Background: an optimization exercise with open tools, aiming at small area and a short achievable clock period. Do not read the settings as production practice. Only simulation tests tie the RTL to the original design; equivalence was not proved. No activity file was given, so power comes from the tool's default toggle rates.

==> design/flow/design.v <==
module stopwatch_01(clk,rst,key_reset,key_start_pasue,key_display_stop,hex0,hex1,hex2,hex3,hex4,hex5,hex6,hex7,led0,led1,led2,led3);
	input		clk,rst,key_reset,key_start_pasue,key_display_stop;
	output [6:0]	hex0,hex1,hex2,hex3,hex4,hex5,hex6,hex7;
	output	led0,led1,led2,led3;
	assign	led3 = 1'b0;
	reg	[1:0]	pre;
	wire	tick = pre[1];
	reg	[5:0]	hold_s, hold_d, hold_r;
	reg	start, freeze, cleared;
	reg	[3:0]	t0, t1, t2, t4, t6, t7;
	reg	[2:0]	t3, t5;
	reg	[3:0]	s0, s1, s2, s4, s6, s7;
	reg	[2:0]	s3, s5;
	wire	at50_s = hold_s[5] & hold_s[4] & hold_s[1];
	wire	at50_d = hold_d[5] & hold_d[4] & hold_d[1];
	wire	at50_r = hold_r[5] & hold_r[4] & hold_r[1];
	wire	push_s = tick & ~key_start_pasue;
	wire	push_d = tick & ~key_display_stop;
	wire	push_r = tick & ~key_reset;
	wire	fire_s = push_s & at50_s;
	wire	fire_d = push_d & at50_d;
	wire	fire_r = push_r & at50_r;
	wire	start_n  = start ^ fire_s;
	wire	freeze_n = freeze ^ fire_d;
	wire	clr = rst | fire_r;
	function [3:0] step10;
		input [3:0] d;
		step10 = {(~d[0]), (~d[1] & ~d[0]) | (d[3] & d[2] & d[0]), (~d[2] & d[0]) | (d[3] & ~d[1]) | (d[3] & d[2]), ~((d[2] & ~d[0]) | (~d[3]))};
	endfunction
	function [2:0] step6;
		input [2:0] d;
		step6 = {(d[0]), (~d[2] & ~d[1]) | (d[2] & d[0]), (~d[1])};
	endfunction
	function [3:0] step16;
		input [3:0] d;
		step16 = {(d[3] & ~d[2] & ~d[0]) | (~d[3] & d[0]) | (~d[2] & d[1]), (~d[3] & d[2] & d[1]) | (d[3] & ~d[2]) | (d[3] & ~d[1]), (d[1] & d[0]) | (~d[3] & d[2] & d[1]) | (d[2] & d[0]) | (~d[3] & ~d[2] & ~d[1] & ~d[0]), (~d[3] & d[1]) | (d[2] & d[1] & d[0]) | (~d[3] & d[2] & ~d[0]) | (d[3] & ~d[2] & ~d[1])};
	endfunction
	wire	n0 = (~t0[3] & t0[2]);
	wire	n1 = (~t1[3] & t1[2]);
	wire	n2 = (~t2[3] & t2[2]);
	wire	n3 = (t3[1] & ~t3[0]);
	wire	n4 = (~t4[3] & t4[2]);
	wire	n5 = (t5[1] & ~t5[0]);
	wire	n6 = (~t6[3] & t6[2]);
	wire	c0 = tick & start_n;
	wire	c1 = c0 & n0;
	wire	c2 = c1 & n1;
	wire	c3 = c2 & n2;
	wire	c4 = c3 & n3;
	wire	c5 = c4 & n4;
	wire	c6 = c5 & n5;
	wire	c7 = c6 & n6;
	wire	[3:0]	t0_n = clr ? 4'd0 : c0 ? step10(t0) : t0;
	wire	[3:0]	t1_n = clr ? 4'd0 : c1 ? step10(t1) : t1;
	wire	[3:0]	t2_n = clr ? 4'd0 : c2 ? step10(t2) : t2;
	wire	[2:0]	t3_n = clr ? 3'd0 : c3 ? step6(t3) : t3;
	wire	[3:0]	t4_n = clr ? 4'd0 : c4 ? step10(t4) : t4;
	wire	[2:0]	t5_n = clr ? 3'd0 : c5 ? step6(t5) : t5;
	wire	[3:0]	t6_n = clr ? 4'd0 : c6 ? step10(t6) : t6;
	wire	[3:0]	t7_n = clr ? 4'd0 : c7 ? step16(t7) : t7;
	wire	load = clr | ~freeze_n;
	wire	[29:0]	s_n;
	hold_mux	#(30)	u_hold({t7_n, t6_n, t5_n, t4_n, t3_n, t2_n, t1_n, t0_n},
				{s7, s6, s5, s4, s3, s2, s1, s0}, load, s_n);
	always @(posedge clk) begin
		pre[0] <= ~rst & ~pre[0] & ~pre[1];
		pre[1] <= ~rst & pre[0];
		hold_s <= rst ? 6'd0 : push_s ? (at50_s ? 6'd0 : hold_s + 6'd1) : hold_s;
		hold_d <= rst ? 6'd0 : push_d ? (at50_d ? 6'd0 : hold_d + 6'd1) : hold_d;
		hold_r <= rst ? 6'd0 : push_r ? (at50_r ? 6'd0 : hold_r + 6'd1) : hold_r;
		start   <= ~rst & start_n;
		freeze  <= ~rst & freeze_n;
		cleared <= ~rst & (cleared | fire_r);
		t0 <= t0_n; t1 <= t1_n; t2 <= t2_n; t3 <= t3_n;
		t4 <= t4_n; t5 <= t5_n; t6 <= t6_n; t7 <= t7_n;
		{s7, s6, s5, s4, s3, s2, s1, s0} <= s_n;
	end
	assign	led0 = start;
	assign	led1 = cleared;
	assign	led2 = freeze;
	dec10	u0(s0, hex0);
	dec10	u1(s1, hex1);
	dec10	u2(s2, hex2);
	dec6	u3(s3, hex3);
	dec10	u4(s4, hex4);
	dec6	u5(s5, hex5);
	dec10	u6(s6, hex6);
	dec16	u7(s7, hex7);
endmodule
module hold_mux(a, b, sel, y);
	parameter	W = 1;
	input	[W-1:0]	a, b;
	input		sel;
	output	[W-1:0]	y;
	assign	y = sel ? a : b;
endmodule
module dec10(d, seg);
	input	[3:0]	d;
	output	[6:0]	seg;
	assign	seg[0] = ~((~d[2] & ~d[0]) | (d[1]));
	assign	seg[1] = (~d[3] & ~d[2] & d[1]);
	assign	seg[2] = (d[2] & d[1] & ~d[0]);
	assign	seg[3] = (d[3] & ~d[1]);
	assign	seg[4] = ~((d[3] & d[2] & d[1]) | (~d[3] & ~d[0]));
	assign	seg[5] = (d[3] & ~d[0]);
	assign	seg[6] = (~d[1] & ~d[0]);
endmodule
module dec6(d, seg);
	input	[2:0]	d;
	output	[6:0]	seg;
	assign	seg[0] = (d[1] & d[0]);
	assign	seg[1] = (d[1] & ~d[0]);
	assign	seg[2] = (d[2] & ~d[1]);
	assign	seg[3] = (d[1] & d[0]);
	assign	seg[4] = ~((~d[1] & ~d[0]));
	assign	seg[5] = (~d[2] & d[0]) | (d[2] & ~d[1]);
	assign	seg[6] = ~((~d[1] & d[0]) | (d[2]));
endmodule
module dec16(d, seg);
	input	[3:0]	d;
	output	[6:0]	seg;
	assign	seg[0] = (d[1]);
	assign	seg[1] = (d[1] & d[0]) | (d[2] & ~d[0]);
	assign	seg[2] = ~((d[2] & ~d[1]) | (~d[2] & ~d[0]) | (~d[3] & ~d[1]));
	assign	seg[3] = (~d[3] & ~d[2] & d[0]) | (d[1]);
	assign	seg[4] = (~d[3] & d[0]) | (d[1]) | (d[3] & d[2]);
	assign	seg[5] = ~((~d[1] & ~d[0]) | (d[3] & ~d[2] & ~d[0]) | (d[3] & d[2] & ~d[1]));
	assign	seg[6] = (d[1] & d[0]) | (~d[3] & ~d[2]) | (d[2] & d[1]);
endmodule
==> design/flow/flow/run.sh <==
#!/bin/bash
# Standard ORFS layout, with the port buffers inserted as small buf_1 cells
# instead of the default pick. All tool output goes to flow_make.log.
set -euo pipefail
cat >> config.mk <<'MK'
export BUFFER_PORTS_ARGS = -buffer_cell sky130_fd_sc_hd__buf_1
MK
bash standard.sh > flow_make.log 2>&1
==> design/flow/standard.sh <==
#!/bin/bash
# synth_recipe.tcl (not shown) runs the flow's synth.tcl, then flattens the netlist and writes it again
# the make line also repeats each setting of config.mk as NAME=value (left out here)
make -C /OpenROAD-flow-scripts/flow DESIGN_CONFIG=/design/flow/config.mk WORK_HOME=/design/flow/orfs CLKGATE_MAP_FILE= SYNTH_SCRIPT=/design/flow/synth_recipe.tcl "${@:-finish}"
==> design/flow/config.mk <==
export PLATFORM = sky130hd
export DESIGN_NAME = stopwatch_01
export DESIGN_NICKNAME = stopwatch_01
export VERILOG_FILES = /design/flow/design.v
export SDC_FILE = /design/flow/constraint.sdc
export NUM_CORES = 4
export LEC_CHECK = 0
export ABC_AREA = 1
export CAP_MARGIN = 20
export CORE_MARGIN = 2
export CORE_UTILIZATION = 50
export SETUP_SLACK_MARGIN = 2.9
export SLEW_MARGIN = 20
export SYNTH_HIERARCHICAL = 1
export BUFFER_PORTS_ARGS = -buffer_cell sky130_fd_sc_hd__buf_1
==> design/flow/constraint.sdc <==
create_clock -name core_clock -period 5.0 [get_ports {clk}]
set_input_delay 1.0000 -clock core_clock [delete_from_list [all_inputs] [get_ports {clk}]]
set_output_delay 1.0000 -clock core_clock [all_outputs]
set_load 0.01 [all_outputs]
==> results.txt, run 1 <==
row count=32; global-route wire length before repair=14400 um; synthesis-stage register bit count=83; 1st-pass router iterations=6; library cells used by synthesis=37; status=complete, no violations; Synth Warn #=7; area of the multi-input gates=2060 sq um; Critical Path RT=5290 ps; final hold vios=0; fin cells=767; Sequential cell area=1720 sq um; syn avg cell area=6.75 sq um; Port Buffers=63; H-Tree Depth=3; Final setup viols=0; PD cells=241 nW/um^2; cts hold-fix bufs=0; buffers and inverters on the worst path=2; final worst path period need=2090 ps; Simple-Gate Fraction of Synth Area=35.1%; RD Place Congestion=0.794; dominant synthesized flop cell=dfxtp_1; critical path capture point type=flip-flop; Seq/Total Area, Yosys=42.8%; CORE AREA=7610 sq um; delay of the slowest critical-path stage=210 ps; synth cell count leaders=nand2_1 (188), dfxtp_1 (83), nor2_1 (83), inv_1 (78), a21oi_1 (31); drt wl/cell=11.4 um; final-stage net count=668; die width=92.1 um; most used cell, CP=nand2_1; antenna violations before repair=0; VDD IR-drop max=153 uV; global-route congestion overflow total=0; Via density=4.84; CTS Root Cell=clkbuf_8; Lkg Pwr=2.16 nW; hold crit path type=flip-flop to flip-flop; cell area after synthesis=3880 sq um; top post-synthesis cells by area=dfxtp_1 (43%), nand2_1 (18%), nor2_1 (8.0%); Compound-Gate Fraction of Synth Area=10.9%; Slowest-stage cell, CP=nand4_4; layout cells sized above 1=21.1%; worst-path fanout max=5; DRC violations left=0; most common cell in the synthesized netlist=nand2_1; Global Route Usage Sum=20.6%; syn_nets=583; placed insts=728; xor-xnor portion of the synthesized cell area=0.451%; area grow syn2layout=25.4%; Initial Utilization=51.1%; Fmax=479 MHz; CTS tree=built; Critical Path Start Type=input pin; Post-Synth Adder-Cell Area=0.966%; Critical Path, Cell by Cell=buf_12 > clkinv_8 > nand2_8 > o21bai_4 > nand3_4 > nor2_4 > nand4_4 > nor2_8 > nand3_2 > a21oi_2 > nand2_1 > nand2_1; Post-synth EDFFs=0; largest net degree at the start of global routing=32; Async S/R FF share, synth=0%; Slew @ Worst Pin=587 ps; Worst Skew=9.84 ps; die height=92.1 um; Sink Count=83; clock slew at reported path FFs=80 ps; TritonCTS Buffers=9; final hold slack=432 ps; relative slew slack=60.7%; Max Slew Vio Count=0; Post-DRT Antenna Nets=0; Routed WL=8760 um; post-detail-place hpwl=5590 um; number of global-route vias before repair=3338; largest registers=hold_d x6, hold_r x6, hold_s x6; WS Path Type=input pin to flip-flop; Crit path max-delay family=simple AND/OR/NAND/NOR gates; mux contribution to synthesized area=0.290%; final period utilization=41.7%; Synth area leader=dfxtp_1; Yosys top cell area share=42.8%; DRT iter0 DRCs=115; Vias=3714; Cells after Synth=575; # diodes=0; Clock Latency Late Sink=350 ps; top-level I/O count=65; Die ar.=8490 sq um; largest family of logic cells by synthesized area=simple AND/OR/NAND/NOR gates; Max clock buf depth=2; Critical Path AT=2370 ps; MaxCap Viol Count=0; Layout fillers=699; setup TNS=0 ps; unrepaired setup endpoints after global routing=true
## cell usage in the layout, fill, tap and decap left out, types with 4 or more instances in the layout
cell      synthesis  final
a21oi_1          31     29
nor2_2            0      7
clkbuf_2          0     21
o21ai_0          24     18
nand2_1         188    181
nor2_4            4      7
o21ai_1           2      6
inv_1            78     71
nor2_1           83     74
dfxtp_2           0     18
a211oi_2          0      4
clkbuf_8          0     10
nand3_1           9      8
buf_1             1     38
dfxtp_4           0      9
inv_2             1      4
buf_4             4     17
dfxtp_1          83     56
nand4_1           5      5
nor3_1           14     14
nand2_2           2      6
## routing by layer
layer	vias to the layer above	routed length, um	part of all wire [%]	GRT usage (%)
met5	-	0	0	0
met4	0	106	1.2	7.34
met3	10	346	3.9	4.19
met2	75	4160	47	34.6
met1	1651	4150	47	26.2
li1	1978	-	-	-
## cells by family (layout without fill, tap and decap cells)
group,after synthesis,in the layout
buf+inv,91,178
flops,83,83
simple gates,318,321
mux,1,1
compound gates,76,76
other cells,1,1
fa+ha+maj,3,3
xor+xnor,2,2
## modules after synthesis (local to each module, per instance), a selection
module | cell area [sq um] | cells inside | flip-flops and latches
dec6 | 52.6 | 12 | 0
dec10 | 52.6 | 14 | 0
dec16 | 85.1 | 20 | 0
stopwatch_01 | 3060 | 364 | 83
## stage by stage
stage | util [%] | cell area (sq um) | setup WS (ps) | power (mW)
detailed placement | 55.4 | 4220 | 1800 | 0.706
CTS | 60.1 | 4570 | 2900 | 1.18
global route | 64.0 | 4870 | 2790 | 1.21
global placement | 55.4 | 4220 | 1850 | 0.705
floorplan | - | 3920 | 2670 | 0.699
finish | 64.0 | 4870 | 2910 | 1.17
## worst reg2reg max path, stage by stage, from the launching register on
cell	delay (ps)
dfxtp_2	470
inv_1	150
nor2_4	140
nand3_2	100
nand2_2	90
nand4_4	100
nor2_4	140
nand4_4	150
nor2_4	180
nor2_1	50
nor2_1	170
nand2_1	80
nand2_1	60
## final timing paths
check,depth (start not counted),slack [ps],start,end
worst max-delay path,12,2910,key_start_pasue,s6[1]$_DFF_P_
worst min-delay path,1,430,pre[0]$_DFF_P_,pre[0]$_DFF_P_
worst max register to register,12,3070,pre[1]$_DFF_P_,s7[3]$_DFF_P_
worst min register to register,1,430,pre[0]$_DFF_P_,pre[0]$_DFF_P_
## cell type report
type / count / share of cell area (%)
Inverter: 79 / 6.60
Clock buffer: 12 / 2.98
Timing Repair Buffer: 83 / 9.12
Sequential cell: 83 / 35.3
Tap cell: 102 / 2.62
Clock inverter: 4 / 1.03
Multi-Input combinational cell: 404 / 42.4
## power by group
group          internal, mW  total (mW)  switching [mW]  leakage, nW
Combinational        0.0107      0.0301          0.0195         1.38
Sequential            0.659       0.663         0.00421        0.686
Clock                 0.244       0.478           0.234       0.0926
## what timing repair did
item / 4_1_cts / 5_1_grt
cloned: 2 / 1
pin swaps: 13 / 21
gates resized for setup: 27 / 88
endpoints found under the setup margin: 65 / 78
buffers inserted: 10 / 10
==> run 2: changes to the inputs <==
--- a/design/flow/config.mk
+++ b/design/flow/config.mk
@@ -9,7 +9,6 @@
 export CAP_MARGIN = 20
 export CORE_MARGIN = 2
 export CORE_UTILIZATION = 50
-export SETUP_SLACK_MARGIN = 2.9
 export SLEW_MARGIN = 20
 export SYNTH_HIERARCHICAL = 1
 export BUFFER_PORTS_ARGS = -buffer_cell sky130_fd_sc_hd__buf_1
==> run 2 against run 1 <==
Still clean on timing, DRC and antenna. Global-route usage fell by 1.4 points. Routed wire length decreased by 13%. Clock skew grew 3.7 ps. Die area unchanged. Clock power rose by 19%. Synthesized cell count unchanged. Via count fell by 4.8%. Non-clock buffer count down 20. Power grew 7.1%. Critical path type unchanged. Critical endpoint is now s2[0]$_DFF_P_. Largest power group unchanged.
==> results.txt, run 2 <==
status=complete, no violations; Max Slew Vio Count=0; Final setup viols=0; Sink Count=83; Crit path max-delay family=simple AND/OR/NAND/NOR gates; Critical Path RT=5290 ps; final period utilization=56.6%; TritonCTS Buffers=9; library cells used by synthesis=37; MaxCap Viol Count=0; dominant synthesized flop cell=dfxtp_1; setup TNS=0 ps; global-route wire length before repair=13500 um; synth cell count leaders=nand2_1 (188), dfxtp_1 (83), nor2_1 (83), inv_1 (78), a21oi_1 (31); Critical Path AT=3120 ps; post-detail-place hpwl=5540 um; Seq/Total Area, Yosys=42.8%; number of global-route vias before repair=3137; unrepaired setup endpoints after global routing=false; row count=32; global-route congestion overflow total=0; largest net degree at the start of global routing=32; Final Instance Area=4420 sq um; most used cell, CP=nand2_1; Port Buffers=63; relative slew slack=34.0%; post-CTS sizing=0; 1st-pass router iterations=4; commonest non-fill, non-tap cell in the layout=nand2_1; setup bufs post-CTS=0; Vias=3537; Worst Skew=13.5 ps; CP startpoint=key_display_stop; delay of the slowest critical-path stage=700 ps; antenna violations before repair=0; top-level I/O count=65; area grow syn2layout=13.8%; fin cells=743; WS Path Type=input pin to flip-flop; cell area after synthesis=3880 sq um; die height=92.1 um; syn_nets=583; buffers and inverters on the worst path=2; drt wl/cell=10.3 um; top post-synthesis cells by area=dfxtp_1 (43%), nand2_1 (18%), nor2_1 (8.0%); VDD IR-drop max=138 uV; CORE AREA=7610 sq um; RD Place Congestion=0.765; Routed WL=7620 um; Critical Path Start Type=input pin; Via density=4.76; final-stage net count=645; Synth Warn #=7; Critical Path, Cell by Cell=buf_1 > nor2_1 > nand2_1 > xor2_1 > nor2_1 > nand2_1 > inv_2 > nand2_1 > nand2_1; # diodes=0; cts hold-fix bufs=0; Async S/R FF share, synth=0%; Slew @ Worst Pin=988 ps; largest registers=hold_d x6, hold_r x6, hold_s x6; Post-DRT Antenna Nets=0; Slowest-stage cell, CP=inv_2; most common cell in the synthesized netlist=nand2_1; Final Worst Setup Slack=2170 ps; Setup WS pre-CTS=1820 ps; layout cells sized above 1=4.84%; syn avg cell area=6.75 sq um; synthesis-stage register bit count=83; die width=92.1 um; Global Route Usage Sum=19.1%; Initial Utilization=51.1%; Post-synth EDFFs=0; placed insts=728; final hold vios=0; CTS Root Cell=clkbuf_8; Clock Latency Late Sink=350 ps; hold_sp=pre[0]$_DFF_P_; critical path capture point type=flip-flop; DRC violations left=0; Layout fillers=752; Die ar.=8490 sq um; hold crit path type=flip-flop to flip-flop; final worst path period need=2830 ps; H-Tree Depth=3; most frequent cells in the layout=nand2_1 (188), nor2_1 (83), dfxtp_1 (83), inv_1 (78), buf_1 (63); Max clock buf depth=2; PD cells=284 nW/um^2; Cells after Synth=575; Post-DP Area=4180 sq um; DRT iter0 DRCs=141; clock slew at reported path FFs=80 ps; worst-path fanout max=31; CTS tree=built; FF-to-FF Start=pre[1]$_DFF_P_; Fmax=353 MHz; Yosys top cell area share=42.8%; Lkg Pwr=1.94 nW; Synth area leader=dfxtp_1
[run 2: worst reg2reg max path, stage by stage, from the launching register on]
cell and delay [ps]:
dfxtp_1 460, inv_1 150, nor2_1 180, nand2_1 120, xor2_1 150, nor2_1 110, nand2_1 590, inv_2 700
nand2_1 120, nand2_1 90
[run 2: cells by family after synthesis]
kind of cell             count (synthesis)  synth area share, %
AO/OA/AOI/OAI                           76                 10.9
multiplexers                             1                0.290
adder cells (fa/ha/maj)                  3                0.967
AND/OR/NAND/NOR                        318                 35.1
buffers and inverters                   91                 9.41
XOR/XNOR                                 2                0.451
flip-flops                              83                 42.8
other                                    1               0.0966
[run 2: cell type report]
| cell class | count | area [sq um] | share of cell area [%] |
|---|---|---|---|
| Clock inverter | 6 | 115 | 2.61 |
| Timing Repair Buffer | 63 | 236 | 5.35 |
| Clock buffer | 9 | 124 | 2.80 |
| Sequential cell | 83 | 1660 | 37.6 |
| Multi-Input combinational cell | 401 | 1860 | 42.0 |
| Inverter | 79 | 297 | 6.71 |
| Tap cell | 102 | 128 | 2.89 |
[run 2: path summary, 6_finish.rpt]
check	slack, ps	endpoint	cells past startpoint
min reg2reg	430	pre[0]$_DFF_P_	1
min	430	pre[0]$_DFF_P_	1
max reg2reg	2280	s2[0]$_DFF_P_	9
max	2170	s2[0]$_DFF_P_	9
[run 2: power breakdown]
group	internal [mW]	switching [mW]
Combinational	0.00592	0.0155
Clock	0.331	0.236
Sequential	0.664	0.00323
[run 2: metrics by stage]
step / power (mW) / utilization (%) / hold WS, ps
4_1_cts: 1.27 / 58.1 / 428
5_1_grt: 1.30 / 58.1 / 459
6_report: 1.26 / 58.1 / 426
3_3_place_gp: 0.703 / 54.9 / 402
3_5_place_dp: 0.704 / 54.9 / 415
2_1_floorplan: 0.698 / - / 390
[run 2: per-module statistics from Yosys (local to each module, per instance), a selection]
| module | times used | flops+latches | cell area (sq um) |
|---|---|---|---|
| dec10 | 5 | 0 | 52.6 |
| dec6 | 2 | 0 | 52.6 |
| stopwatch_01 | 1 | 83 | 3060 |
| dec16 | 1 | 0 | 85.1 |
[run 2: layer usage]
metal / vias to the layer above / part of all wire [%] / GRT usage, %
li1: 1917 / - / -
met1: 1552 / 49 / 25.0
met2: 59 / 46 / 32.2
met3: 9 / 3.8 / 3.20
met4: 0 / 1.3 / 6.34
met5: - / 0 / 0

-- port drivers added, routing unchanged --
Ports are ideal in the flow. The routed layouts listed here were re-timed in OpenROAD.
Step 1 sets driving cells, clkbuf_16 on the clock port and buf_2 on the other inputs (assumed; they add their load-dependent delay and slew).
Step 2, shift: input delay + t, output delay - t, t = (earliest + latest rising clock arrival at the registers) / 2. This alone moves slack from input paths to output paths.
Three values: ideal ports, drivers, drivers and shift; two values: the first two.
run | t, ns | slack for setup (ns) | worst slew at a driven data input, ns | cell pins on the clock port's net
run 1 | 0.377 | 2.913 / 2.896 / 2.519 | 0.06 | 1
run 2 | 0.373 | 2.171 / 2.184 / 1.811 | 0.03 | 1
After both steps every run listed still meets setup and hold. For run 1, which loses most, drivers alone change the setup slack by -0.017 ns; drivers and shift together by -0.394 ns.
